This design comes from an exercise in tuning for small area and a short achievable clock period on the open sky130 flow, not from production work.
No run shown here included a check of the RTL's function; only the layout flow was run.

--- design/flow/flow/run.sh ---
#!/bin/bash
# Layout flow: the standard synthesis unchanged; after the floorplan every
# combinational cell is set to its smallest drive strength (downsize.tcl), then the standard flow's
# standard layout continues, with timing repair upsizing what the timing needs.
set -euo pipefail
here=$(pwd)
bash standard.sh synth > synth.log 2>&1
bash standard.sh floorplan > floorplan.log 2>&1
odb=$(ls $here/orfs/results/*/pe/base/2_floorplan.odb)
DS_ODB=$odb openroad -no_init -exit flow/downsize.tcl > downsize.log 2>&1
bash standard.sh 'BUFFER_PORTS_ARGS=-buffer_cell sky130_fd_sc_hd__buf_2' finish > layout.log 2>&1
--- design/flow/flow/downsize.tcl ---
# Set every combinational standard cell to the smallest drive strength of the same
# function; timing repair later in the flow upsizes the cells that need it.
# Flip-flops, tap cells and port buffers are left alone.
set odb_file $::env(DS_ODB)
read_db $odb_file
set db [ord::get_db]
set block [ord::get_db_block]
set skip {dfxtp dfxbp dfrtp dfrbp dfstp dfsbp edfxtp sdfxtp tapvpwrvgnd conb clkbuf clkinv}
set n 0
foreach inst [$block getInsts] {
  set m [$inst getMaster]
  set name [$m getName]
  if {![regexp {^sky130_fd_sc_hd__(\w+)_(\d+)$} $name -> base drive]} { continue }
  if {[lsearch -exact $skip $base] >= 0} { continue }
  set best ""
  set best_area [expr {[$m getWidth] * [$m getHeight]}]
  foreach d {0 1 2} {
    if {$d >= $drive} { break }
    set cand [$db findMaster "sky130_fd_sc_hd__${base}_$d"]
    if {$cand eq "NULL" || $cand eq ""} { continue }
    set a [expr {[$cand getWidth] * [$cand getHeight]}]
    if {$a < $best_area} { set best $cand; set best_area $a }
  }
  if {$best ne ""} {
    $inst swapMaster $best
    incr n
  }
}
puts "downsized $n instances"
write_db $odb_file
--- design/flow/config.mk ---
export PLATFORM = sky130hd
export DESIGN_NAME = pe
export DESIGN_NICKNAME = pe
export VERILOG_FILES = /design/flow/design.v
export SDC_FILE = /design/flow/constraint.sdc
export NUM_CORES = 4
export LEC_CHECK = 0
export CAP_MARGIN = 20
export CORE_MARGIN = 2
export CORE_UTILIZATION = 55
export SETUP_SLACK_MARGIN = 5
export SLEW_MARGIN = 20
export SYNTH_HIERARCHICAL = 1
--- design/flow/standard.sh ---
#!/bin/bash
# synth_recipe.tcl (not shown) runs the flow's synth.tcl, then flattens the netlist and writes it again
# the make line also repeats each setting of config.mk as NAME=value (left out here)
make -C /OpenROAD-flow-scripts/flow DESIGN_CONFIG=/design/flow/config.mk WORK_HOME=/design/flow/orfs CLKGATE_MAP_FILE= SYNTH_SCRIPT=/design/flow/synth_recipe.tcl "${@:-finish}"
--- design/flow/constraint.sdc ---
create_clock -name core_clock -period 11.0 [get_ports {clk}]
set_input_delay 2.2000 -clock core_clock [delete_from_list [all_inputs] [get_ports {clk}]]
set_output_delay 2.2000 -clock core_clock [all_outputs]
set_load 0.01 [all_outputs]
--- design/flow/design.v ---
`default_nettype none
`timescale 1ns / 1ps
module pe (
    input wire clk,
    input wire rst,
    input wire [15:0] act,
    input wire [15:0] wgt,
    input wire store,
    input wire reuse,
    input wire [3:0] addr,
    input wire update_out,
    output reg [31:0] out
);
    reg [31:0] accg;              
    reg [31:0] bm_r;              
    reg [15:0] pp8_r;             
    reg [7:0] one, two, neg;      
    reg [15:0] r1, r2, r3;        
    reg start;
    wire [31:0] acc_next;
    wire a0 = addr == 4'd0;
    wire a1 = addr == 4'd1;
    wire a2 = addr == 4'd2;
    wire a3 = addr == 4'd3;
    wire [15:0] bm = ({16{~reuse}} & wgt) | ({16{reuse & a1}} & r1)
                   | ({16{reuse & a2}} & r2) | ({16{reuse & a3}} & r3);
    wire [31:0] bsel = rst ? 32'd0 : (reuse & a0) ? acc_next : {16'd0, bm};
    wire keep = ~rst & ~start;
    wire [17:0] ax = {1'b0, act, 1'b0};
    wire [7:0] one_d, two_d;
    genvar g;
    generate for (g = 0; g < 8; g = g + 1) begin : enc
        assign one_d[g] = ax[2*g+1] ^ ax[2*g];
        assign two_d[g] = (ax[2*g+2] & ~ax[2*g+1] & ~ax[2*g]) | (~ax[2*g+2] & ax[2*g+1] & ax[2*g]);
    end endgenerate
    wire [32:0] Bx = {bm_r, 1'b0};
    wire [31:0] pp0;
    wire [29:0] pp1;
    wire [27:0] pp2;
    wire [25:0] pp3;
    wire [23:0] pp4;
    wire [21:0] pp5;
    wire [19:0] pp6;
    wire [17:0] pp7;
    generate for (g = 0; g < 32; g = g + 1) begin : pp
        if (g < 32) pe_bsel b0 (.one(one[0]), .two(two[0]), .neg(neg[0]), .b1(Bx[g+1]), .b0(Bx[g]), .p(pp0[g]));
        if (g < 30) pe_bsel b1 (.one(one[1]), .two(two[1]), .neg(neg[1]), .b1(Bx[g+1]), .b0(Bx[g]), .p(pp1[g]));
        if (g < 28) pe_bsel b2 (.one(one[2]), .two(two[2]), .neg(neg[2]), .b1(Bx[g+1]), .b0(Bx[g]), .p(pp2[g]));
        if (g < 26) pe_bsel b3 (.one(one[3]), .two(two[3]), .neg(neg[3]), .b1(Bx[g+1]), .b0(Bx[g]), .p(pp3[g]));
        if (g < 24) pe_bsel b4 (.one(one[4]), .two(two[4]), .neg(neg[4]), .b1(Bx[g+1]), .b0(Bx[g]), .p(pp4[g]));
        if (g < 22) pe_bsel b5 (.one(one[5]), .two(two[5]), .neg(neg[5]), .b1(Bx[g+1]), .b0(Bx[g]), .p(pp5[g]));
        if (g < 20) pe_bsel b6 (.one(one[6]), .two(two[6]), .neg(neg[6]), .b1(Bx[g+1]), .b0(Bx[g]), .p(pp6[g]));
        if (g < 18) pe_bsel b7 (.one(one[7]), .two(two[7]), .neg(neg[7]), .b1(Bx[g+1]), .b0(Bx[g]), .p(pp7[g]));
    end endgenerate
    wire [31:0] acc_s_g = accg;
    wire [15:0] pp8 = pp8_r;
    wire fs1, fc1;
    pe_fa u0 (.a(neg[0]), .b(acc_s_g[0]), .c(pp0[0]), .s(fs1), .co(fc1));
    wire fs2, fc2;
    pe_fa u1 (.a(acc_s_g[1]), .b(pp0[1]), .c(fc1), .s(fs2), .co(fc2));
    wire fs3, fc3;
    pe_fa u2 (.a(neg[1]), .b(acc_s_g[2]), .c(pp0[2]), .s(fs3), .co(fc3));
    wire fs4, fc4;
    pe_fa u3 (.a(pp1[0]), .b(fs3), .c(fc2), .s(fs4), .co(fc4));
    wire fs5, fc5;
    pe_fa u4 (.a(acc_s_g[3]), .b(pp0[3]), .c(pp1[1]), .s(fs5), .co(fc5));
    wire fs6, fc6;
    pe_fa u5 (.a(fc3), .b(fs5), .c(fc4), .s(fs6), .co(fc6));
    wire fs7, fc7;
    pe_fa u6 (.a(neg[2]), .b(acc_s_g[4]), .c(pp0[4]), .s(fs7), .co(fc7));
    wire fs8, fc8;
    pe_fa u7 (.a(pp1[2]), .b(pp2[0]), .c(fs7), .s(fs8), .co(fc8));
    wire fs9, fc9;
    pe_fa u8 (.a(fc5), .b(fs8), .c(fc6), .s(fs9), .co(fc9));
    wire fs10, fc10;
    pe_fa u9 (.a(acc_s_g[5]), .b(pp0[5]), .c(pp1[3]), .s(fs10), .co(fc10));
    wire fs11, fc11;
    pe_fa u10 (.a(pp2[1]), .b(fc7), .c(fs10), .s(fs11), .co(fc11));
    wire hs1, hc1;
    pe_ha u11 (.a(fc8), .b(fs11), .s(hs1), .co(hc1));
    wire fs12, fc12;
    pe_fa u12 (.a(neg[3]), .b(acc_s_g[6]), .c(pp0[6]), .s(fs12), .co(fc12));
    wire fs13, fc13;
    pe_fa u13 (.a(pp1[4]), .b(pp2[2]), .c(pp3[0]), .s(fs13), .co(fc13));
    wire fs14, fc14;
    pe_fa u14 (.a(fs12), .b(fc10), .c(fs13), .s(fs14), .co(fc14));
    wire fs15, fc15;
    pe_fa u15 (.a(fc11), .b(fs14), .c(hc1), .s(fs15), .co(fc15));
    wire fs16, fc16;
    pe_fa u16 (.a(acc_s_g[7]), .b(pp0[7]), .c(pp1[5]), .s(fs16), .co(fc16));
    wire fs17, fc17;
    pe_fa u17 (.a(pp2[3]), .b(pp3[1]), .c(fc12), .s(fs17), .co(fc17));
    wire fs18, fc18;
    pe_fa u18 (.a(fc13), .b(fs16), .c(fs17), .s(fs18), .co(fc18));
    wire fs19, fc19;
    pe_fa u19 (.a(fc14), .b(fs18), .c(fc15), .s(fs19), .co(fc19));
    wire fs20, fc20;
    pe_fa u20 (.a(neg[4]), .b(acc_s_g[8]), .c(pp0[8]), .s(fs20), .co(fc20));
    wire fs21, fc21;
    pe_fa u21 (.a(pp1[6]), .b(pp2[4]), .c(pp3[2]), .s(fs21), .co(fc21));
    wire fs22, fc22;
    pe_fa u22 (.a(pp4[0]), .b(fs20), .c(fc16), .s(fs22), .co(fc22));
    wire fs23, fc23;
    pe_fa u23 (.a(fs21), .b(fc17), .c(fs22), .s(fs23), .co(fc23));
    wire hs2, hc2;
    pe_ha u24 (.a(fc18), .b(fs23), .s(hs2), .co(hc2));
    wire fs24, fc24;
    pe_fa u25 (.a(acc_s_g[9]), .b(pp0[9]), .c(pp1[7]), .s(fs24), .co(fc24));
    wire fs25, fc25;
    pe_fa u26 (.a(pp2[5]), .b(pp3[3]), .c(pp4[1]), .s(fs25), .co(fc25));
    wire fs26, fc26;
    pe_fa u27 (.a(fc20), .b(fc21), .c(fs24), .s(fs26), .co(fc26));
    wire fs27, fc27;
    pe_fa u28 (.a(fs25), .b(fc22), .c(fs26), .s(fs27), .co(fc27));
    wire fs28, fc28;
    pe_fa u29 (.a(fc23), .b(fs27), .c(hc2), .s(fs28), .co(fc28));
    wire fs29, fc29;
    pe_fa u30 (.a(neg[5]), .b(acc_s_g[10]), .c(pp0[10]), .s(fs29), .co(fc29));
    wire fs30, fc30;
    pe_fa u31 (.a(pp1[8]), .b(pp2[6]), .c(pp3[4]), .s(fs30), .co(fc30));
    wire fs31, fc31;
    pe_fa u32 (.a(pp4[2]), .b(pp5[0]), .c(fs29), .s(fs31), .co(fc31));
    wire fs32, fc32;
    pe_fa u33 (.a(fc24), .b(fc25), .c(fs30), .s(fs32), .co(fc32));
    wire fs33, fc33;
    pe_fa u34 (.a(fs31), .b(fc26), .c(fs32), .s(fs33), .co(fc33));
    wire hs3, hc3;
    pe_ha u35 (.a(fc27), .b(fs33), .s(hs3), .co(hc3));
    wire fs34, fc34;
    pe_fa u36 (.a(acc_s_g[11]), .b(pp0[11]), .c(pp1[9]), .s(fs34), .co(fc34));
    wire fs35, fc35;
    pe_fa u37 (.a(pp2[7]), .b(pp3[5]), .c(pp4[3]), .s(fs35), .co(fc35));
    wire fs36, fc36;
    pe_fa u38 (.a(pp5[1]), .b(fc29), .c(fc30), .s(fs36), .co(fc36));
    wire fs37, fc37;
    pe_fa u39 (.a(fs34), .b(fs35), .c(fc31), .s(fs37), .co(fc37));
    wire fs38, fc38;
    pe_fa u40 (.a(fc32), .b(fs36), .c(fs37), .s(fs38), .co(fc38));
    wire fs39, fc39;
    pe_fa u41 (.a(fc33), .b(fs38), .c(hc3), .s(fs39), .co(fc39));
    wire fs40, fc40;
    pe_fa u42 (.a(neg[6]), .b(acc_s_g[12]), .c(pp0[12]), .s(fs40), .co(fc40));
    wire fs41, fc41;
    pe_fa u43 (.a(pp1[10]), .b(pp2[8]), .c(pp3[6]), .s(fs41), .co(fc41));
    wire fs42, fc42;
    pe_fa u44 (.a(pp4[4]), .b(pp5[2]), .c(pp6[0]), .s(fs42), .co(fc42));
    wire fs43, fc43;
    pe_fa u45 (.a(fs40), .b(fc34), .c(fc35), .s(fs43), .co(fc43));
    wire fs44, fc44;
    pe_fa u46 (.a(fs41), .b(fs42), .c(fc36), .s(fs44), .co(fc44));
    wire fs45, fc45;
    pe_fa u47 (.a(fs43), .b(fc37), .c(fs44), .s(fs45), .co(fc45));
    wire hs4, hc4;
    pe_ha u48 (.a(fc38), .b(fs45), .s(hs4), .co(hc4));
    wire fs46, fc46;
    pe_fa u49 (.a(acc_s_g[13]), .b(pp0[13]), .c(pp1[11]), .s(fs46), .co(fc46));
    wire fs47, fc47;
    pe_fa u50 (.a(pp2[9]), .b(pp3[7]), .c(pp4[5]), .s(fs47), .co(fc47));
    wire fs48, fc48;
    pe_fa u51 (.a(pp5[3]), .b(pp6[1]), .c(fc40), .s(fs48), .co(fc48));
    wire fs49, fc49;
    pe_fa u52 (.a(fc41), .b(fc42), .c(fs46), .s(fs49), .co(fc49));
    wire fs50, fc50;
    pe_fa u53 (.a(fs47), .b(fs48), .c(fc43), .s(fs50), .co(fc50));
    wire fs51, fc51;
    pe_fa u54 (.a(fs49), .b(fc44), .c(fs50), .s(fs51), .co(fc51));
    wire hs5, hc5;
    pe_ha u55 (.a(fc45), .b(fs51), .s(hs5), .co(hc5));
    wire fs52, fc52;
    pe_fa u56 (.a(neg[7]), .b(acc_s_g[14]), .c(pp0[14]), .s(fs52), .co(fc52));
    wire fs53, fc53;
    pe_fa u57 (.a(pp1[12]), .b(pp2[10]), .c(pp3[8]), .s(fs53), .co(fc53));
    wire fs54, fc54;
    pe_fa u58 (.a(pp4[6]), .b(pp5[4]), .c(pp6[2]), .s(fs54), .co(fc54));
    wire fs55, fc55;
    pe_fa u59 (.a(pp7[0]), .b(fs52), .c(fc46), .s(fs55), .co(fc55));
    wire fs56, fc56;
    pe_fa u60 (.a(fc47), .b(fs53), .c(fs54), .s(fs56), .co(fc56));
    wire fs57, fc57;
    pe_fa u61 (.a(fc48), .b(fc49), .c(fs55), .s(fs57), .co(fc57));
    wire fs58, fc58;
    pe_fa u62 (.a(fs56), .b(fc50), .c(fs57), .s(fs58), .co(fc58));
    wire hs6, hc6;
    pe_ha u63 (.a(fc51), .b(fs58), .s(hs6), .co(hc6));
    wire fs59, fc59;
    pe_fa u64 (.a(acc_s_g[15]), .b(pp0[15]), .c(pp1[13]), .s(fs59), .co(fc59));
    wire fs60, fc60;
    pe_fa u65 (.a(pp2[11]), .b(pp3[9]), .c(pp4[7]), .s(fs60), .co(fc60));
    wire fs61, fc61;
    pe_fa u66 (.a(pp5[5]), .b(pp6[3]), .c(pp7[1]), .s(fs61), .co(fc61));
    wire fs62, fc62;
    pe_fa u67 (.a(fc52), .b(fc53), .c(fc54), .s(fs62), .co(fc62));
    wire fs63, fc63;
    pe_fa u68 (.a(fs59), .b(fs60), .c(fs61), .s(fs63), .co(fc63));
    wire fs64, fc64;
    pe_fa u69 (.a(fc55), .b(fc56), .c(fs62), .s(fs64), .co(fc64));
    wire fs65, fc65;
    pe_fa u70 (.a(fs63), .b(fc57), .c(fs64), .s(fs65), .co(fc65));
    wire hs7, hc7;
    pe_ha u71 (.a(fc58), .b(fs65), .s(hs7), .co(hc7));
    wire fs66, fc66;
    pe_fa u72 (.a(pp8[0]), .b(acc_s_g[16]), .c(pp0[16]), .s(fs66), .co(fc66));
    wire fs67, fc67;
    pe_fa u73 (.a(pp1[14]), .b(pp2[12]), .c(pp3[10]), .s(fs67), .co(fc67));
    wire fs68, fc68;
    pe_fa u74 (.a(pp4[8]), .b(pp5[6]), .c(pp6[4]), .s(fs68), .co(fc68));
    wire fs69, fc69;
    pe_fa u75 (.a(pp7[2]), .b(fs66), .c(fc59), .s(fs69), .co(fc69));
    wire fs70, fc70;
    pe_fa u76 (.a(fc60), .b(fc61), .c(fs67), .s(fs70), .co(fc70));
    wire fs71, fc71;
    pe_fa u77 (.a(fs68), .b(fc62), .c(fs69), .s(fs71), .co(fc71));
    wire fs72, fc72;
    pe_fa u78 (.a(fc63), .b(fs70), .c(fc64), .s(fs72), .co(fc72));
    wire fs73, fc73;
    pe_fa u79 (.a(fs71), .b(fs72), .c(fc65), .s(fs73), .co(fc73));
    wire fs74, fc74;
    pe_fa u80 (.a(pp8[1]), .b(acc_s_g[17]), .c(pp0[17]), .s(fs74), .co(fc74));
    wire fs75, fc75;
    pe_fa u81 (.a(pp1[15]), .b(pp2[13]), .c(pp3[11]), .s(fs75), .co(fc75));
    wire fs76, fc76;
    pe_fa u82 (.a(pp4[9]), .b(pp5[7]), .c(pp6[5]), .s(fs76), .co(fc76));
    wire fs77, fc77;
    pe_fa u83 (.a(pp7[3]), .b(fc66), .c(fs74), .s(fs77), .co(fc77));
    wire fs78, fc78;
    pe_fa u84 (.a(fc67), .b(fc68), .c(fs75), .s(fs78), .co(fc78));
    wire fs79, fc79;
    pe_fa u85 (.a(fs76), .b(fc69), .c(fc70), .s(fs79), .co(fc79));
    wire fs80, fc80;
    pe_fa u86 (.a(fs77), .b(fs78), .c(fc71), .s(fs80), .co(fc80));
    wire fs81, fc81;
    pe_fa u87 (.a(fs79), .b(fs80), .c(fc72), .s(fs81), .co(fc81));
    wire fs82, fc82;
    pe_fa u88 (.a(pp8[2]), .b(acc_s_g[18]), .c(pp0[18]), .s(fs82), .co(fc82));
    wire fs83, fc83;
    pe_fa u89 (.a(pp1[16]), .b(pp2[14]), .c(pp3[12]), .s(fs83), .co(fc83));
    wire fs84, fc84;
    pe_fa u90 (.a(pp4[10]), .b(pp5[8]), .c(pp6[6]), .s(fs84), .co(fc84));
    wire fs85, fc85;
    pe_fa u91 (.a(pp7[4]), .b(fc74), .c(fs82), .s(fs85), .co(fc85));
    wire fs86, fc86;
    pe_fa u92 (.a(fc75), .b(fc76), .c(fs83), .s(fs86), .co(fc86));
    wire fs87, fc87;
    pe_fa u93 (.a(fs84), .b(fc77), .c(fc78), .s(fs87), .co(fc87));
    wire fs88, fc88;
    pe_fa u94 (.a(fs85), .b(fs86), .c(fc79), .s(fs88), .co(fc88));
    wire fs89, fc89;
    pe_fa u95 (.a(fs87), .b(fc80), .c(fs88), .s(fs89), .co(fc89));
    wire fs90, fc90;
    pe_fa u96 (.a(pp8[3]), .b(acc_s_g[19]), .c(pp0[19]), .s(fs90), .co(fc90));
    wire fs91, fc91;
    pe_fa u97 (.a(pp1[17]), .b(pp2[15]), .c(pp3[13]), .s(fs91), .co(fc91));
    wire fs92, fc92;
    pe_fa u98 (.a(pp4[11]), .b(pp5[9]), .c(pp6[7]), .s(fs92), .co(fc92));
    wire fs93, fc93;
    pe_fa u99 (.a(pp7[5]), .b(fc82), .c(fs90), .s(fs93), .co(fc93));
    wire fs94, fc94;
    pe_fa u100 (.a(fc83), .b(fc84), .c(fs91), .s(fs94), .co(fc94));
    wire fs95, fc95;
    pe_fa u101 (.a(fs92), .b(fc85), .c(fc86), .s(fs95), .co(fc95));
    wire fs96, fc96;
    pe_fa u102 (.a(fs93), .b(fs94), .c(fc87), .s(fs96), .co(fc96));
    wire fs97, fc97;
    pe_fa u103 (.a(fs95), .b(fc88), .c(fs96), .s(fs97), .co(fc97));
    wire fs98, fc98;
    pe_fa u104 (.a(pp8[4]), .b(acc_s_g[20]), .c(pp0[20]), .s(fs98), .co(fc98));
    wire fs99, fc99;
    pe_fa u105 (.a(pp1[18]), .b(pp2[16]), .c(pp3[14]), .s(fs99), .co(fc99));
    wire fs100, fc100;
    pe_fa u106 (.a(pp4[12]), .b(pp5[10]), .c(pp6[8]), .s(fs100), .co(fc100));
    wire fs101, fc101;
    pe_fa u107 (.a(pp7[6]), .b(fc90), .c(fs98), .s(fs101), .co(fc101));
    wire fs102, fc102;
    pe_fa u108 (.a(fc91), .b(fc92), .c(fs99), .s(fs102), .co(fc102));
    wire fs103, fc103;
    pe_fa u109 (.a(fs100), .b(fc93), .c(fc94), .s(fs103), .co(fc103));
    wire fs104, fc104;
    pe_fa u110 (.a(fs101), .b(fs102), .c(fc95), .s(fs104), .co(fc104));
    wire fs105, fc105;
    pe_fa u111 (.a(fs103), .b(fc96), .c(fs104), .s(fs105), .co(fc105));
    wire fs106, fc106;
    pe_fa u112 (.a(pp8[5]), .b(acc_s_g[21]), .c(pp0[21]), .s(fs106), .co(fc106));
    wire fs107, fc107;
    pe_fa u113 (.a(pp1[19]), .b(pp2[17]), .c(pp3[15]), .s(fs107), .co(fc107));
    wire fs108, fc108;
    pe_fa u114 (.a(pp4[13]), .b(pp5[11]), .c(pp6[9]), .s(fs108), .co(fc108));
    wire fs109, fc109;
    pe_fa u115 (.a(pp7[7]), .b(fc98), .c(fs106), .s(fs109), .co(fc109));
    wire fs110, fc110;
    pe_fa u116 (.a(fc99), .b(fc100), .c(fs107), .s(fs110), .co(fc110));
    wire fs111, fc111;
    pe_fa u117 (.a(fs108), .b(fc101), .c(fc102), .s(fs111), .co(fc111));
    wire fs112, fc112;
    pe_fa u118 (.a(fs109), .b(fs110), .c(fc103), .s(fs112), .co(fc112));
    wire fs113, fc113;
    pe_fa u119 (.a(fs111), .b(fc104), .c(fs112), .s(fs113), .co(fc113));
    wire fs114, fc114;
    pe_fa u120 (.a(pp8[6]), .b(acc_s_g[22]), .c(pp0[22]), .s(fs114), .co(fc114));
    wire fs115, fc115;
    pe_fa u121 (.a(pp1[20]), .b(pp2[18]), .c(pp3[16]), .s(fs115), .co(fc115));
    wire fs116, fc116;
    pe_fa u122 (.a(pp4[14]), .b(pp5[12]), .c(pp6[10]), .s(fs116), .co(fc116));
    wire fs117, fc117;
    pe_fa u123 (.a(pp7[8]), .b(fc106), .c(fs114), .s(fs117), .co(fc117));
    wire fs118, fc118;
    pe_fa u124 (.a(fc107), .b(fc108), .c(fs115), .s(fs118), .co(fc118));
    wire fs119, fc119;
    pe_fa u125 (.a(fs116), .b(fc109), .c(fc110), .s(fs119), .co(fc119));
    wire fs120, fc120;
    pe_fa u126 (.a(fs117), .b(fs118), .c(fc111), .s(fs120), .co(fc120));
    wire fs121, fc121;
    pe_fa u127 (.a(fs119), .b(fc112), .c(fs120), .s(fs121), .co(fc121));
    wire fs122, fc122;
    pe_fa u128 (.a(pp8[7]), .b(acc_s_g[23]), .c(pp0[23]), .s(fs122), .co(fc122));
    wire fs123, fc123;
    pe_fa u129 (.a(pp1[21]), .b(pp2[19]), .c(pp3[17]), .s(fs123), .co(fc123));
    wire fs124, fc124;
    pe_fa u130 (.a(pp4[15]), .b(pp5[13]), .c(pp6[11]), .s(fs124), .co(fc124));
    wire fs125, fc125;
    pe_fa u131 (.a(pp7[9]), .b(fc114), .c(fs122), .s(fs125), .co(fc125));
    wire fs126, fc126;
    pe_fa u132 (.a(fc115), .b(fc116), .c(fs123), .s(fs126), .co(fc126));
    wire fs127, fc127;
    pe_fa u133 (.a(fs124), .b(fc117), .c(fc118), .s(fs127), .co(fc127));
    wire fs128, fc128;
    pe_fa u134 (.a(fs125), .b(fs126), .c(fc119), .s(fs128), .co(fc128));
    wire fs129, fc129;
    pe_fa u135 (.a(fs127), .b(fc120), .c(fs128), .s(fs129), .co(fc129));
    wire fs130, fc130;
    pe_fa u136 (.a(pp8[8]), .b(acc_s_g[24]), .c(pp0[24]), .s(fs130), .co(fc130));
    wire fs131, fc131;
    pe_fa u137 (.a(pp1[22]), .b(pp2[20]), .c(pp3[18]), .s(fs131), .co(fc131));
    wire fs132, fc132;
    pe_fa u138 (.a(pp4[16]), .b(pp5[14]), .c(pp6[12]), .s(fs132), .co(fc132));
    wire fs133, fc133;
    pe_fa u139 (.a(pp7[10]), .b(fc122), .c(fs130), .s(fs133), .co(fc133));
    wire fs134, fc134;
    pe_fa u140 (.a(fc123), .b(fc124), .c(fs131), .s(fs134), .co(fc134));
    wire fs135, fc135;
    pe_fa u141 (.a(fs132), .b(fc125), .c(fc126), .s(fs135), .co(fc135));
    wire fs136, fc136;
    pe_fa u142 (.a(fs133), .b(fs134), .c(fc127), .s(fs136), .co(fc136));
    wire fs137, fc137;
    pe_fa u143 (.a(fs135), .b(fc128), .c(fs136), .s(fs137), .co(fc137));
    wire fs138, fc138;
    pe_fa u144 (.a(pp8[9]), .b(acc_s_g[25]), .c(pp0[25]), .s(fs138), .co(fc138));
    wire fs139, fc139;
    pe_fa u145 (.a(pp1[23]), .b(pp2[21]), .c(pp3[19]), .s(fs139), .co(fc139));
    wire fs140, fc140;
    pe_fa u146 (.a(pp4[17]), .b(pp5[15]), .c(pp6[13]), .s(fs140), .co(fc140));
    wire fs141, fc141;
    pe_fa u147 (.a(pp7[11]), .b(fc130), .c(fs138), .s(fs141), .co(fc141));
    wire fs142, fc142;
    pe_fa u148 (.a(fc131), .b(fc132), .c(fs139), .s(fs142), .co(fc142));
    wire fs143, fc143;
    pe_fa u149 (.a(fs140), .b(fc133), .c(fc134), .s(fs143), .co(fc143));
    wire fs144, fc144;
    pe_fa u150 (.a(fs141), .b(fs142), .c(fc135), .s(fs144), .co(fc144));
    wire fs145, fc145;
    pe_fa u151 (.a(fs143), .b(fc136), .c(fs144), .s(fs145), .co(fc145));
    wire fs146, fc146;
    pe_fa u152 (.a(pp8[10]), .b(acc_s_g[26]), .c(pp0[26]), .s(fs146), .co(fc146));
    wire fs147, fc147;
    pe_fa u153 (.a(pp1[24]), .b(pp2[22]), .c(pp3[20]), .s(fs147), .co(fc147));
    wire fs148, fc148;
    pe_fa u154 (.a(pp4[18]), .b(pp5[16]), .c(pp6[14]), .s(fs148), .co(fc148));
    wire fs149, fc149;
    pe_fa u155 (.a(pp7[12]), .b(fc138), .c(fs146), .s(fs149), .co(fc149));
    wire fs150, fc150;
    pe_fa u156 (.a(fc139), .b(fc140), .c(fs147), .s(fs150), .co(fc150));
    wire fs151, fc151;
    pe_fa u157 (.a(fs148), .b(fc141), .c(fc142), .s(fs151), .co(fc151));
    wire fs152, fc152;
    pe_fa u158 (.a(fs149), .b(fs150), .c(fc143), .s(fs152), .co(fc152));
    wire fs153, fc153;
    pe_fa u159 (.a(fs151), .b(fc144), .c(fs152), .s(fs153), .co(fc153));
    wire fs154, fc154;
    pe_fa u160 (.a(pp8[11]), .b(acc_s_g[27]), .c(pp0[27]), .s(fs154), .co(fc154));
    wire fs155, fc155;
    pe_fa u161 (.a(pp1[25]), .b(pp2[23]), .c(pp3[21]), .s(fs155), .co(fc155));
    wire fs156, fc156;
    pe_fa u162 (.a(pp4[19]), .b(pp5[17]), .c(pp6[15]), .s(fs156), .co(fc156));
    wire fs157, fc157;
    pe_fa u163 (.a(pp7[13]), .b(fc146), .c(fs154), .s(fs157), .co(fc157));
    wire fs158, fc158;
    pe_fa u164 (.a(fc147), .b(fc148), .c(fs155), .s(fs158), .co(fc158));
    wire fs159, fc159;
    pe_fa u165 (.a(fs156), .b(fc149), .c(fc150), .s(fs159), .co(fc159));
    wire fs160, fc160;
    pe_fa u166 (.a(fs157), .b(fs158), .c(fc151), .s(fs160), .co(fc160));
    wire fs161, fc161;
    pe_fa u167 (.a(fs159), .b(fc152), .c(fs160), .s(fs161), .co(fc161));
    wire fs162, fc162;
    pe_fa u168 (.a(pp8[12]), .b(acc_s_g[28]), .c(pp0[28]), .s(fs162), .co(fc162));
    wire fs163, fc163;
    pe_fa u169 (.a(pp1[26]), .b(pp2[24]), .c(pp3[22]), .s(fs163), .co(fc163));
    wire fs164, fc164;
    pe_fa u170 (.a(pp4[20]), .b(pp5[18]), .c(pp6[16]), .s(fs164), .co(fc164));
    wire fs165, fc165;
    pe_fa u171 (.a(pp7[14]), .b(fc154), .c(fs162), .s(fs165), .co(fc165));
    wire fs166, fc166;
    pe_fa u172 (.a(fc155), .b(fc156), .c(fs163), .s(fs166), .co(fc166));
    wire fs167, fc167;
    pe_fa u173 (.a(fs164), .b(fc157), .c(fc158), .s(fs167), .co(fc167));
    wire fs168, fc168;
    pe_fa u174 (.a(fs165), .b(fs166), .c(fc159), .s(fs168), .co(fc168));
    wire fs169, fc169;
    pe_fa u175 (.a(fs167), .b(fc160), .c(fs168), .s(fs169), .co(fc169));
    wire fs170, fc170;
    pe_fa u176 (.a(pp8[13]), .b(acc_s_g[29]), .c(pp0[29]), .s(fs170), .co(fc170));
    wire fs171, fc171;
    pe_fa u177 (.a(pp1[27]), .b(pp2[25]), .c(pp3[23]), .s(fs171), .co(fc171));
    wire fs172, fc172;
    pe_fa u178 (.a(pp4[21]), .b(pp5[19]), .c(pp6[17]), .s(fs172), .co(fc172));
    wire fs173, fc173;
    pe_fa u179 (.a(pp7[15]), .b(fc162), .c(fs170), .s(fs173), .co(fc173));
    wire fs174, fc174;
    pe_fa u180 (.a(fc163), .b(fc164), .c(fs171), .s(fs174), .co(fc174));
    wire fs175, fc175;
    pe_fa u181 (.a(fs172), .b(fc165), .c(fc166), .s(fs175), .co(fc175));
    wire fs176, fc176;
    pe_fa u182 (.a(fs173), .b(fs174), .c(fc167), .s(fs176), .co(fc176));
    wire fs177, fc177;
    pe_fa u183 (.a(fs175), .b(fc168), .c(fs176), .s(fs177), .co(fc177));
    wire fs178, fc178;
    pe_fa u184 (.a(pp8[14]), .b(acc_s_g[30]), .c(pp0[30]), .s(fs178), .co(fc178));
    wire fs179, fc179;
    pe_fa u185 (.a(pp1[28]), .b(pp2[26]), .c(pp3[24]), .s(fs179), .co(fc179));
    wire fs180, fc180;
    pe_fa u186 (.a(pp4[22]), .b(pp5[20]), .c(pp6[18]), .s(fs180), .co(fc180));
    wire fs181, fc181;
    pe_fa u187 (.a(pp7[16]), .b(fc170), .c(fs178), .s(fs181), .co(fc181));
    wire fs182, fc182;
    pe_fa u188 (.a(fc171), .b(fc172), .c(fs179), .s(fs182), .co(fc182));
    wire fs183, fc183;
    pe_fa u189 (.a(fs180), .b(fc173), .c(fc174), .s(fs183), .co(fc183));
    wire fs184, fc184;
    pe_fa u190 (.a(fs181), .b(fs182), .c(fc175), .s(fs184), .co(fc184));
    wire fs185, fc185;
    pe_fa u191 (.a(fs183), .b(fc176), .c(fs184), .s(fs185), .co(fc185));
    wire fs186, fc186;
    pe_fa u192 (.a(pp8[15]), .b(acc_s_g[31]), .c(pp0[31]), .s(fs186), .co(fc186));
    wire fs187, fc187;
    pe_fa u193 (.a(pp1[29]), .b(pp2[27]), .c(pp3[25]), .s(fs187), .co(fc187));
    wire fs188, fc188;
    pe_fa u194 (.a(pp4[23]), .b(pp5[21]), .c(pp6[19]), .s(fs188), .co(fc188));
    wire fs189, fc189;
    pe_fa u195 (.a(pp7[17]), .b(fc178), .c(fs186), .s(fs189), .co(fc189));
    wire fs190, fc190;
    pe_fa u196 (.a(fc179), .b(fc180), .c(fs187), .s(fs190), .co(fc190));
    wire fs191, fc191;
    pe_fa u197 (.a(fs188), .b(fc181), .c(fc182), .s(fs191), .co(fc191));
    wire fs192, fc192;
    pe_fa u198 (.a(fs189), .b(fs190), .c(fc183), .s(fs192), .co(fc192));
    wire fs193, fc193;
    pe_fa u199 (.a(fs191), .b(fc184), .c(fs192), .s(fs193), .co(fc193));
    wire [31:0] row_a = {fc185, fc177, fc169, fc161, fc153, fc145, fc137, fc129, fc121, fc113, fc105, fc97, fc89, fc81, fs81, hc7, hc6, hc5, hc4, hs4, fs39, hs3, fs28, hs2, fs19, fs15, hs1, fs9, fs6, fs4, fs2, fs1};
    wire [31:0] row_b = {fs193, fs185, fs177, fs169, fs161, fs153, fs145, fs137, fs129, fs121, fs113, fs105, fs97, fs89, fc73, fs73, hs7, hs6, hs5, fc39, 1'b0, fc28, 1'b0, fc19, 1'b0, 1'b0, fc9, 1'b0, 1'b0, 1'b0, 1'b0, 1'b0};
    assign acc_next = row_a + row_b;
    always @(posedge clk) begin
        bm_r <= bsel;
        pp8_r <= {16{act[15]}} & bsel[15:0];
        one <= one_d;
        two <= two_d;
        neg <= {act[15], act[13], act[11], act[9], act[7], act[5], act[3], act[1]};
        accg <= {32{keep}} & acc_next;
        if (rst) begin
            r1 <= 16'd0;
            r2 <= 16'd0;
            r3 <= 16'd0;
            out <= 32'd0;
            start <= 1'b0;
        end else begin
            if (store && a1) r1 <= wgt;
            if (store && a2) r2 <= wgt;
            if (store && a3) r3 <= wgt;
            if (update_out) out <= acc_next;
            start <= update_out;
        end
    end
endmodule
module pe_bsel (input wire one, input wire two, input wire neg, input wire b1, input wire b0, output wire p);
    assign p = ((one & b1) | (two & b0)) ^ neg;
endmodule
module pe_fa (input wire a, input wire b, input wire c, output wire s, output wire co);
    assign s = a ^ b ^ c;
    assign co = (a & b) | (a & c) | (b & c);
endmodule
module pe_ha (input wire a, input wire b, output wire s, output wire co);
    assign s = a ^ b;
    assign co = a & b;
endmodule
==> impl_metrics.csv, run 1 <==
group,metric,value,unit
run_status,status,"complete, no violations",
global_routing,grt_max_degree,63,
finish,fin_nets,1801,
sta,period_needed,5.81,ns
clock_tree,ctsHtreeMaxLevel,4,
die,initial_utilization,55.4,%
sta,fmax,172,MHz
sta,setup_viol,0,
logic_synthesis,syn_avg_cell_area,10.8,um^2
sta,worst_pin_slew,0.940,ns
sta,slew_violations,0,
route,drt_iter0_drc,1281,
placement,placed_cell_area,15600,um^2
finish,area_delta_synth_final,2.47,%
worst_setup_path,cp_slowest_cell,"dfxtp_1",
route,postRouteAntennaNets,0,
placement,place.gp.congestion,0.928,
worst_setup_path,critical_path.cell_chain,"a22oi_1, xnor2_1, fa_1, fa_1, fa_1, fa_1, fa_1, ha_1, a21oi_1, o21ai_0, or3_1, o311ai_1, o22ai_1",
finish,final_util,56.8,%
logic_synthesis,synth_area_leaders,"fa_1, dfxtp_1, a22oi_2",
hold_path,hp-class,"flip-flop to flip-flop",
logic_synthesis,yosysTopAreaCell,"fa_1",
logic_synthesis,postSynthCellCount,1463,
clock_tree,cts_buffers,17,
sta,maxSlewHeadroom,37.4,%
worst_setup_path,critPathArrivalTime,6.12,ns
logic_synthesis,yosysWarnings,7,
worst_setup_path,critPathTopFamily,"adder cells",
global_routing,grt_pass1_vias,11987,
route,firstDrtPassIters,6,
sta,rsz0062_at_grt,"yes",
die,pin_count,73,
sta,final-hold-violation-count,0,
logic_synthesis,synthDistinctLibCells,67,
clock_tree,clk_latency,0.45,ns
logic_synthesis,synthesis.area,15800,um^2
die,die_y,174,um
logic_synthesis,synth-main-ff-cell,"dfxtp_1",
logic_synthesis,ys_ff_latch,185,
placement,dp_hpwl,33500,um
clock_tree,hold_buffers,0,
worst_setup_path,path_max_fanout,16,
route,vias_per_cell,6.15,
logic_synthesis,synth_top_area_share,24.4,%
global_routing,track_usage,31.3,%
route,drc,0,
die,core_area,28500,um^2
route,vias,11888,
finish,final_cell_mix,"a22oi_1, xnor2_1, fa_1",
finish,diodes,0,
worst_setup_path,start_kind,"flip-flop",
logic_synthesis,ys_seq_area_share,23.4,%
global_routing,grt_pass1_wl,72200,um
worst_setup_path,worstSetupPathType,"flip-flop to flip-flop",
route,wl,46000,um
clock_tree,cts.root.buffer_cell,"clkbuf_16",
clock_tree,cts_tree,"yes",
worst_setup_path,crit_top_cell,"fa_1",
die,die_w,174,um
route,wl_per_cell,23.8,um
run,max_cap_viol_count,0,
finish,layout-drive-gt1-share,9.87,%
clock_tree,cts_setup_buffers,0,
finish,layout_commonest_cell,"a22oi_1",
worst_setup_path,slowest_delay,0.93,ns
clock_tree,cts_max_path_buffers,2,
worst_setup_path,endpoint_kind,"flip-flop",
die,rows,62,
sta,whs,0.450,ns
clock_tree,path_clk_slew,0.07,ns
global_routing,grt_antenna_before_repair,0,
worst_setup_path,crit_buf_inv,0,
worst_setup_path,required,11.31,ns
placement,port_buffers,72,
clock_tree,clock-sinks,185,
sta,fin_crit_sh,52.8,%
die,die_area,30100,um^2
logic_synthesis,synth_edf_count,0,
sta,finClkSkew,0.0152,ns
logic_synthesis,synthArstFlopShare,0,%
sta,fin_setup_tns,0,ns
finish,finish.instance_area,16200,um^2
global_routing,grt-ovfl-total,0,
per-module statistics from Yosys, one instance, submodules excluded:
module   flip-flops and latches  cells inside
pe                          185           863
pe_bsel                       0             2
pe_fa                         0             1
pe_ha                         0             1
final cells by class:
| type | instances | area, um^2 |
|---|---|---|
| Fill cell | 2627 | 12300 |
| Sequential cell | 185 | 3730 |
| Tap cell | 384 | 480 |
| Inverter | 20 | 75.1 |
| Clock inverter | 15 | 181 |
| Timing Repair Buffer | 94 | 528 |
| Clock buffer | 17 | 425 |
| Multi-Input combinational cell | 1219 | 10800 |
cells in the mapped netlist (11+ instances only):
library cell	number
nand2b_1	25
clkbuf_1	32
ha_1	30
o21ai_0	28
mux2i_1	15
a22oi_2	200
nand2_1	134
nor3b_1	13
dfxtp_1	185
nor3_1	22
a221oi_1	12
nand3_1	17
a31oi_1	11
fa_1	193
inv_1	19
and2_1	20
xnor2_1	212
nor2_1	75
a22oi_1	14
xor2_1	13
a21oi_1	75
stage by stage:
| step | cells | setup slack (ns) |
|---|---|---|
| finish | 1934 | 5.19 |
| CTS | 1934 | 5.02 |
| floorplan | 1470 | 5.35 |
| detailed placement | 1902 | 4.71 |
| global route | 1934 | 4.95 |
| global placement | 1902 | 4.75 |
worst paths after layout:
kind	startpoint	to	slack, ns	cells past startpoint
hold reg to reg	r2[1]	r2[1]	0.45	2
hold / removal	r2[1]	r2[1]	0.45	2
setup reg to reg	bm_r[1]	out[25]	5.19	13
setup / recovery	bm_r[1]	out[25]	5.19	13
tightest hold or removal path, delay by kind of cell (launching register included):
kind	cells	cell delay (ns)
simple gates	1	0.05
compound gates	1	0.05
flops	1	0.31
state kept, by name (all words and copies together), names as in the netlist, 8 cells and up:
signal  count
one         8
neg         8
two         8
accg       32
r1         16
pp8_r      16
bm_r       32
r2         16
r3         16
out        32
metal layers:
| metal | GRT usage, % | share of wire (%) |
|---|---|---|
| met1 | 45.5 | 45 |
| met2 | 45.9 | 44 |
| met3 | 9.04 | 8.9 |
| met4 | 8.40 | 2.0 |
| met5 | 0 | 0 |
cells by family (layout without fill, tap and decap cells):
family / after synthesis / count (layout) / synth area share, %
XOR/XNOR: 225 / 225 / 12.5
multiplexers: 17 / 17 / 1.12
buffers and inverters: 66 / 146 / 1.65
other: 1 / 8 / 0.0237
AO/OA/AOI/OAI: 396 / 396 / 23.9
AND/OR/NAND/NOR: 350 / 350 / 10.6
adder cells (fa/ha/maj): 223 / 223 / 26.8
flip-flops: 185 / 185 / 23.4
repair_timing:
item | CTS | global route
resized for setup | 7 | 16
cloned | 0 | 0
setup endpoints to repair | 14 | 25
==> inputs of run 2 (changes only) <==
--- a/design/flow/flow/run.sh
+++ b/design/flow/flow/run.sh
@@ -8,4 +8,4 @@
 bash standard.sh floorplan > floorplan.log 2>&1
 odb=$(ls $here/orfs/results/*/pe/base/2_floorplan.odb)
 DS_ODB=$odb openroad -no_init -exit flow/downsize.tcl > downsize.log 2>&1
-bash standard.sh 'BUFFER_PORTS_ARGS=-buffer_cell sky130_fd_sc_hd__buf_2' finish > layout.log 2>&1
+bash standard.sh 'BUFFER_PORTS_ARGS=-buffer_cell sky130_fd_sc_hd__buf_2' SETUP_SLACK_MARGIN=7 finish > layout.log 2>&1
==> run 2 against run 1 <==
Compared with the run above: register-to-register slack better by 0.78 ns; first-iteration DRC count is 14% higher; hold slack better by 0.00074 ns; global-route usage is 2.7 points higher; area after synthesis stayed put; flip-flop and latch count stayed put; worst setup slack better by 0.78 ns; clock-buffer cell count stayed put; critical endpoint unchanged.
==> impl_metrics.csv, run 2 <==
group,metric,value,unit
run_status,status,"complete, no violations",
die,rows,62,
worst_setup_path,worstSetupPathType,"flip-flop to flip-flop",
route,wl,51400,um
route,drc,0,
clock_tree,cts_max_path_buffers,2,
logic_synthesis,synth_edf_count,0,
placement,port_buffers,72,
die,pin_count,73,
clock_tree,ctsHtreeMaxLevel,4,
finish,final_cell_mix,"xnor2_1, a22oi_1, dfxtp_1",
finish,layout_commonest_cell,"xnor2_1",
worst_setup_path,slowest_delay,0.58,ns
finish,multi_input_area,12300,um^2
global_routing,grt_max_degree,63,
route,wl_per_cell,25.2,um
placement,dp.cells,1902,
logic_synthesis,synthesis.area,15800,um^2
clock_tree,clock-sinks,185,
worst_setup_path,cp_slowest_cell,"fa_1",
logic_synthesis,synthDistinctLibCells,67,
die,die_y,174,um
finish,area_delta_synth_final,20.0,%
global_routing,grt_antenna_before_repair,1,
die,die_w,174,um
hold_path,whs_path_depth,2,
global_routing,grt_pass1_wl,77500,um
sta,final-hold-violation-count,0,
logic_synthesis,synth.most_common_cell,"xnor2_1",
sta,period_needed,5.03,ns
worst_setup_path,rr_worst_depth,15,
worst_setup_path,worstSetupStartpoint,"one[3]",
placement,dp_hpwl,33500,um
worst_setup_path,critical_path.cell_chain,"buf_12, a22oi_2, xnor2_2, fa_2, fa_2, fa_1, fa_1, fa_1, ha_4, a21oi_4, o21a_1, nor2_1, or3_4, o311ai_4, o22ai_1",
worst_setup_path,crit_top_cell,"fa_1",
finish,layout-drive-gt1-share,30.5,%
clock_tree,cts_tree,"yes",
worst_setup_path,start_kind,"flip-flop",
sta,fin_crit_sh,45.7,%
worst_setup_path,critPathArrivalTime,5.34,ns
finish,stdcell_count,2036,
route,firstDrtPassIters,8,
finish,diodes,0,
finish,fin_nets,1903,
hold_path,hp-class,"flip-flop to flip-flop",
logic_synthesis,yosysWarnings,7,
global_routing,grt-ovfl-total,0,
sta,finClkSkew,0.0158,ns
worst_setup_path,critPathTopFamily,"adder cells",
finish,fillCellCount,2260,
worst_setup_path,r2r-end,"out[25]",
die,die_area,30100,um^2
sta,maxSlewHeadroom,27.1,%
logic_synthesis,postSynthCellCount,1463,
clock_tree,cts.root.buffer_cell,"clkbuf_16",
route,vias_per_cell,6.30,
worst_setup_path,required,11.31,ns
worst_setup_path,path_max_fanout,13,
sta,slew_violations,0,
logic_synthesis,ys_top_cells_by_count,"xnor2_1, a22oi_2, fa_1",
logic_synthesis,ys_ff_latch,185,
worst_setup_path,rrSetupSlack,5.97,ns
clock_tree,clk_latency,0.46,ns
run,max_cap_viol_count,0,
logic_synthesis,yosysTopAreaCell,"fa_1",
sta,setup_viol,0,
die,initial_utilization,55.4,%
sta,worst_pin_slew,1.09,ns
finish,final_util,66.5,%
sta,fin_setup_tns,0,ns
worst_setup_path,r2r-start,"one[3]",
worst_setup_path,crit_buf_inv,1,
logic_synthesis,synth_top_area_share,24.4,%
finish,register_area,3830,um^2
hold_path,whs_endpoint,"r2[1]",
sta,rsz0062_at_grt,"yes",
route,vias,12825,
global_routing,track_usage,34.0,%
logic_synthesis,synthArstFlopShare,0,%
hold_path,hold_start,"r2[1]",
worst_setup_path,endpoint_kind,"flip-flop",
clock_tree,cts_buffers,17,
die,core_area,28500,um^2
route,postRouteAntennaNets,0,
sta,fmax,199,MHz
finish,top_regs,"accg x32, bm_r x32, out x32",
global_routing,grt_pass1_vias,12582,
logic_synthesis,ys_seq_area_share,23.4,%
logic_synthesis,synth-main-ff-cell,"dfxtp_1",
route,drt_iter0_drc,1457,
placement,place.gp.congestion,0.928,
clock_tree,path_clk_slew,0.08,ns
logic_synthesis,syn_avg_cell_area,10.8,um^2
logic_synthesis,synth_area_leaders,"fa_1, dfxtp_1, a22oi_2",
==> run 2: cell counts after synthesis <==
Identical to the previous run, type by type.
==> run 2: modules after synthesis, one instance, submodules excluded <==
module,flops+latches,area [um^2],times used,cells inside
pe_fa,0,20.0,193,1
pe_ha,0,12.5,7,1
pe,185,7610,1,863
pe_bsel,0,21.3,200,2
==> run 2: what timing repair did <==
item	4_1_cts	5_1_grt
setup buffers	55	42
cloned	5	0
endpoints found under the setup margin	92	85
hold buffers	0	0
gates resized for setup	344	84
endpoints found under the hold margin	0	0
pin swaps	102	64
==> run 2: cell type report <==
| cell class | count | area share, % |
|---|---|---|
| Tap cell | 384 | 2.53 |
| Sequential cell | 185 | 20.2 |
| Timing Repair Buffer | 196 | 8.76 |
| Inverter | 20 | 0.396 |
| Multi-Input combinational cell | 1219 | 65.0 |
| Clock buffer | 17 | 2.24 |
| Clock inverter | 15 | 0.956 |
==> run 2: kinds of logic after synthesis <==
logic type               Yosys count  synth area share (%)
AO/OA/AOI/OAI                    396                  23.9
XOR/XNOR                         225                  12.5
adder cells (fa/ha/maj)          223                  26.8
buffers and inverters             66                  1.65
flip-flops                       185                  23.4
multiplexers                      17                  1.12
other                              1                0.0237
AND/OR/NAND/NOR                  350                  10.6
==> run 2: metal layers <==
metal  up-vias  wire length [um]  part of all wire, %  track usage, %
met1      6442             21400                   42            47.4
met5         -                13                0.025               0
met3       109              5380                   10            10.5
met4         2              1700                  3.3            12.3
li1       5563                 -                    -               -
met2       709             22900                   45            50.1
==> run 2: how the worst max path moves through the flow <==
stage / endpoint / cells past startpoint
after floorplan: out[28] / 15
after global placement: out[25] / 13
after detailed placement: out[25] / 13
after CTS: out[28] / 16
after global routing: out[19] / 17
final: out[25] / 15
==> run 2: worst register-to-register path, cell delays in order (launching register included) <==
cell and delay, ns:
dfxtp_4 0.40, buf_12 0.16, a22oi_2 0.24, xnor2_2 0.17
fa_2 0.48, fa_2 0.37, fa_1 0.41, fa_1 0.48
fa_1 0.58, ha_4 0.24, a21oi_4 0.18, o21a_1 0.17
nor2_1 0.10, or3_4 0.43, o311ai_4 0.35, o22ai_1 0.12
==> run 2: per-stage QoR <==
step / area, um^2 / setup WS [ns] / hold WS [ns]
final: 19000 / 5.97 / 0.451
after global placement: 15600 / 4.75 / 0.432
after floorplan: 15800 / 5.35 / 0.431
after detailed placement: 15600 / 4.71 / 0.442
after CTS: 18200 / 5.98 / 0.453
after global routing: 19000 / 5.83 / 0.470
==> inputs of run 3 (changes only) <==
--- a/design/flow/flow/run.sh
+++ b/design/flow/flow/run.sh
@@ -8,4 +8,4 @@
 bash standard.sh floorplan > floorplan.log 2>&1
 odb=$(ls $here/orfs/results/*/pe/base/2_floorplan.odb)
 DS_ODB=$odb openroad -no_init -exit flow/downsize.tcl > downsize.log 2>&1
-bash standard.sh 'BUFFER_PORTS_ARGS=-buffer_cell sky130_fd_sc_hd__buf_2' SETUP_SLACK_MARGIN=7 finish > layout.log 2>&1
+bash standard.sh 'BUFFER_PORTS_ARGS=-buffer_cell sky130_fd_sc_hd__buf_2' SETUP_SLACK_MARGIN=6 finish > layout.log 2>&1
==> run 3 against run 2 <==
Compared with the run above: cell count fell by 2.2%; first-iteration DRC count rose by 2.1%; hold slack barely moved; clock skew fell by 0.0012 ns; core utilization fell by 3.1 points; highest routed layer is now met4.
==> impl_metrics.csv, run 3 <==
group,metric,value,unit
sta,whs,0.451,ns
route,wl_per_cell,25.3,um
finish,layout-drive-gt1-share,24.8,%
worst_setup_path,start_kind,"flip-flop",
sta,finClkSkew,0.0146,ns
clock_tree,cts.root.buffer_cell,"clkbuf_16",
logic_synthesis,synthArstFlopShare,0,%
clock_tree,clk_latency,0.45,ns
global_routing,grt_use_met3,10.2,%
logic_synthesis,ys_ff_latch,185,
worst_setup_path,worstSetupPathType,"flip-flop to flip-flop",
logic_synthesis,synth_area_leaders,"fa_1, dfxtp_1, a22oi_2",
sta,layout_setup_ws,5.96,ns
clock_tree,path_clk_slew,0.08,ns
logic_synthesis,synthesis.area,15800,um^2
logic_synthesis,yosysWarnings,7,
finish,area_delta_synth_final,14.5,%
sta,fmax,199,MHz
placement,place.gp.congestion,0.928,
global_routing,use_met2,49.5,%
logic_synthesis,synth_top_area_share,24.4,%
placement,dp_hpwl,33500,um
global_routing,grt_max_degree,63,
clock_tree,cts_max_path_buffers,2,
sta,slew_violations,0,
logic_synthesis,ys_seq_area_share,23.4,%
route,drt_iter0_drc,1488,
route,drc,0,
sta,maxSlewHeadroom,34.6,%
sta,rsz0062_at_grt,"yes",
clock_tree,hold_buffers,0,
worst_setup_path,required,11.36,ns
die,die_w,174,um
logic_synthesis,postSynthCellCount,1463,
die,rows,62,
global_routing,grt_pass1_vias,12395,
logic_synthesis,synth-main-ff-cell,"dfxtp_1",
global_routing,track_usage,33.4,%
finish,top_regs,"accg x32, bm_r x32, out x32",
sta,period_needed,5.04,ns
die,die_y,174,um
route,postRouteAntennaNets,0,
finish,register_area,3830,um^2
finish,stdcell_count,1992,
die,core_area,28500,um^2
finish,multi_input_area,11900,um^2
logic_synthesis,synthDistinctLibCells,67,
sta,fin_setup_tns,0,ns
clock_tree,cts_tree,"yes",
hold_path,hp-class,"flip-flop to flip-flop",
finish,fin_nets,1859,
placement,port_buffers,72,
die,die_area,30100,um^2
route,firstDrtPassIters,7,
worst_setup_path,critPathArrivalTime,5.40,ns
global_routing,grt_most_used_layer,"met2",
finish,fillCellCount,2410,
logic_synthesis,synth.most_common_cell,"xnor2_1",
route,wl,50300,um
run_status,status,"complete, no violations",
sta,fin_crit_sh,45.8,%
worst_setup_path,path_max_fanout,16,
sta,worst_pin_slew,0.982,ns
run,max_cap_viol_count,0,
global_routing,grt_util_met1,46.9,%
logic_synthesis,synth_edf_count,0,
sta,setup_viol,0,
die,initial_utilization,55.4,%
sta,final-hold-violation-count,0,
global_routing,grt_antenna_before_repair,0,
global_routing,grt-ovfl-total,0,
global_routing,grt_pass1_wl,76200,um
placement,dp.cells,1902,
die,pin_count,73,
finish,layout_commonest_cell,"xnor2_1",
logic_synthesis,syn_avg_cell_area,10.8,um^2
finish,diodes,0,
clock_tree,clock-sinks,185,
logic_synthesis,yosysTopAreaCell,"fa_1",
clock_tree,ctsHtreeMaxLevel,4,
finish,final_cell_mix,"xnor2_1, a22oi_1, dfxtp_1",
route,vias,12557,
placement,dpl_worst_slack,4.71,ns
route,vias_per_cell,6.30,
worst_setup_path,endpoint_kind,"flip-flop",
clock_tree,cts_buffers,17,
logic_synthesis,ys_top_cells_by_count,"xnor2_1, a22oi_2, fa_1",
==> run 3: through the flow <==
stage | instance area [um^2] | utilization, %
after CTS | 17500 | 61.2
after detailed placement | 15600 | 54.6
final | 18100 | 63.4
after global placement | 15600 | 54.5
after floorplan | 15800 | -
after global routing | 18100 | 63.4
==> run 3: layout make-up <==
type | count | share of cell area [%]
Clock buffer | 17 | 2.35
Sequential cell | 185 | 21.1
Timing Repair Buffer | 152 | 6.96
Tap cell | 384 | 2.65
Inverter | 20 | 0.415
Multi-Input combinational cell | 1219 | 65.5
Clock inverter | 15 | 1.00
==> run 3: per-layer routing <==
| layer | vias to the layer above | share of wire (%) |
|---|---|---|
| li1 | 5479 | - |
| met1 | 6320 | 42 |
| met2 | 665 | 45 |
| met3 | 93 | 10 |
| met4 | 0 | 3.2 |
| met5 | - | 0 |
==> run 3: logic make-up after synthesis <==
kind of cell	after synthesis	synth area share, %
fa+ha+maj	223	26.8
buf+inv	66	1.65
flops	185	23.4
simple gates	350	10.6
compound gates	396	23.9
other cells	1	0.0237
xor+xnor	225	12.5
mux	17	1.12
==> run 3: repair_timing <==
action                     4_1_cts  5_1_grt
pin swaps                       64       85
gates cloned                     5        1
setup endpoints to repair       75       51
buffers inserted                27       25
resized for setup              233       88
==> run 3: final timing paths <==
path                                 to  startpoint  slack [ns]  cells after the start
worst min-delay path              r2[1]       r2[1]        0.45                      2
worst min register to register    r2[1]       r2[1]        0.45                      2
worst max-delay path            out[19]      two[1]        5.96                     17
worst max register to register  out[19]      two[1]        5.96                     17
==> run 3: critical path, cell delays in order, from the launching register on <==
cell and delay, ns:
dfxtp_4 0.50, buf_6 0.24, a22oi_1 0.10, xnor2_1 0.17, fa_1 0.45, fa_1 0.39, fa_1 0.52, fa_1 0.44
ha_1 0.33, ha_4 0.31, nand2_2 0.10, o31a_1 0.37, buf_4 0.17, o31ai_4 0.22, a31oi_1 0.14, xor2_1 0.16
buf_4 0.16, o22ai_1 0.16
==> run 3: per-module statistics from Yosys, one instance, submodules excluded <==
module   cells  flip-flops and latches
pe_bsel      2                       0
pe_ha        1                       0
pe_fa        1                       0
pe         863                     185

[re-timing with driven ports]
The results above use ideal ports. As a check the final layouts listed here were re-extracted and re-timed, cells and wires unchanged. Step 1 assumes that a clkbuf_16 drives the clock port and a buf_2 every other input. Step 2 moves the port delays by t, midway between the first and last clock arrival at a register: inputs arrive t later, outputs are due t later. That takes back most of the time a late clock gives input paths. Three values: ideal, step 1, step 2; two values: the first two.
| run | t (ns) | setup WS [ns] | hold slack, ns | worst setup path after step 2 | latest minus earliest clock arrival (ns) |
|---|---|---|---|---|---|
| run 1 | 0.495 | 5.193 / 5.193 / 5.193 | 0.450 / 0.450 / 0.450 | register to register | 0.015 / 0.016 |
| run 2 | 0.502 | 5.970 / 5.970 / 5.970 | 0.451 / 0.451 / 0.451 | register to register | 0.016 / 0.016 |
| run 3 | 0.494 | 5.962 / 5.962 / 5.962 | 0.451 / 0.451 / 0.451 | register to register | 0.015 / 0.015 |
After both steps every run listed still meets setup and hold.
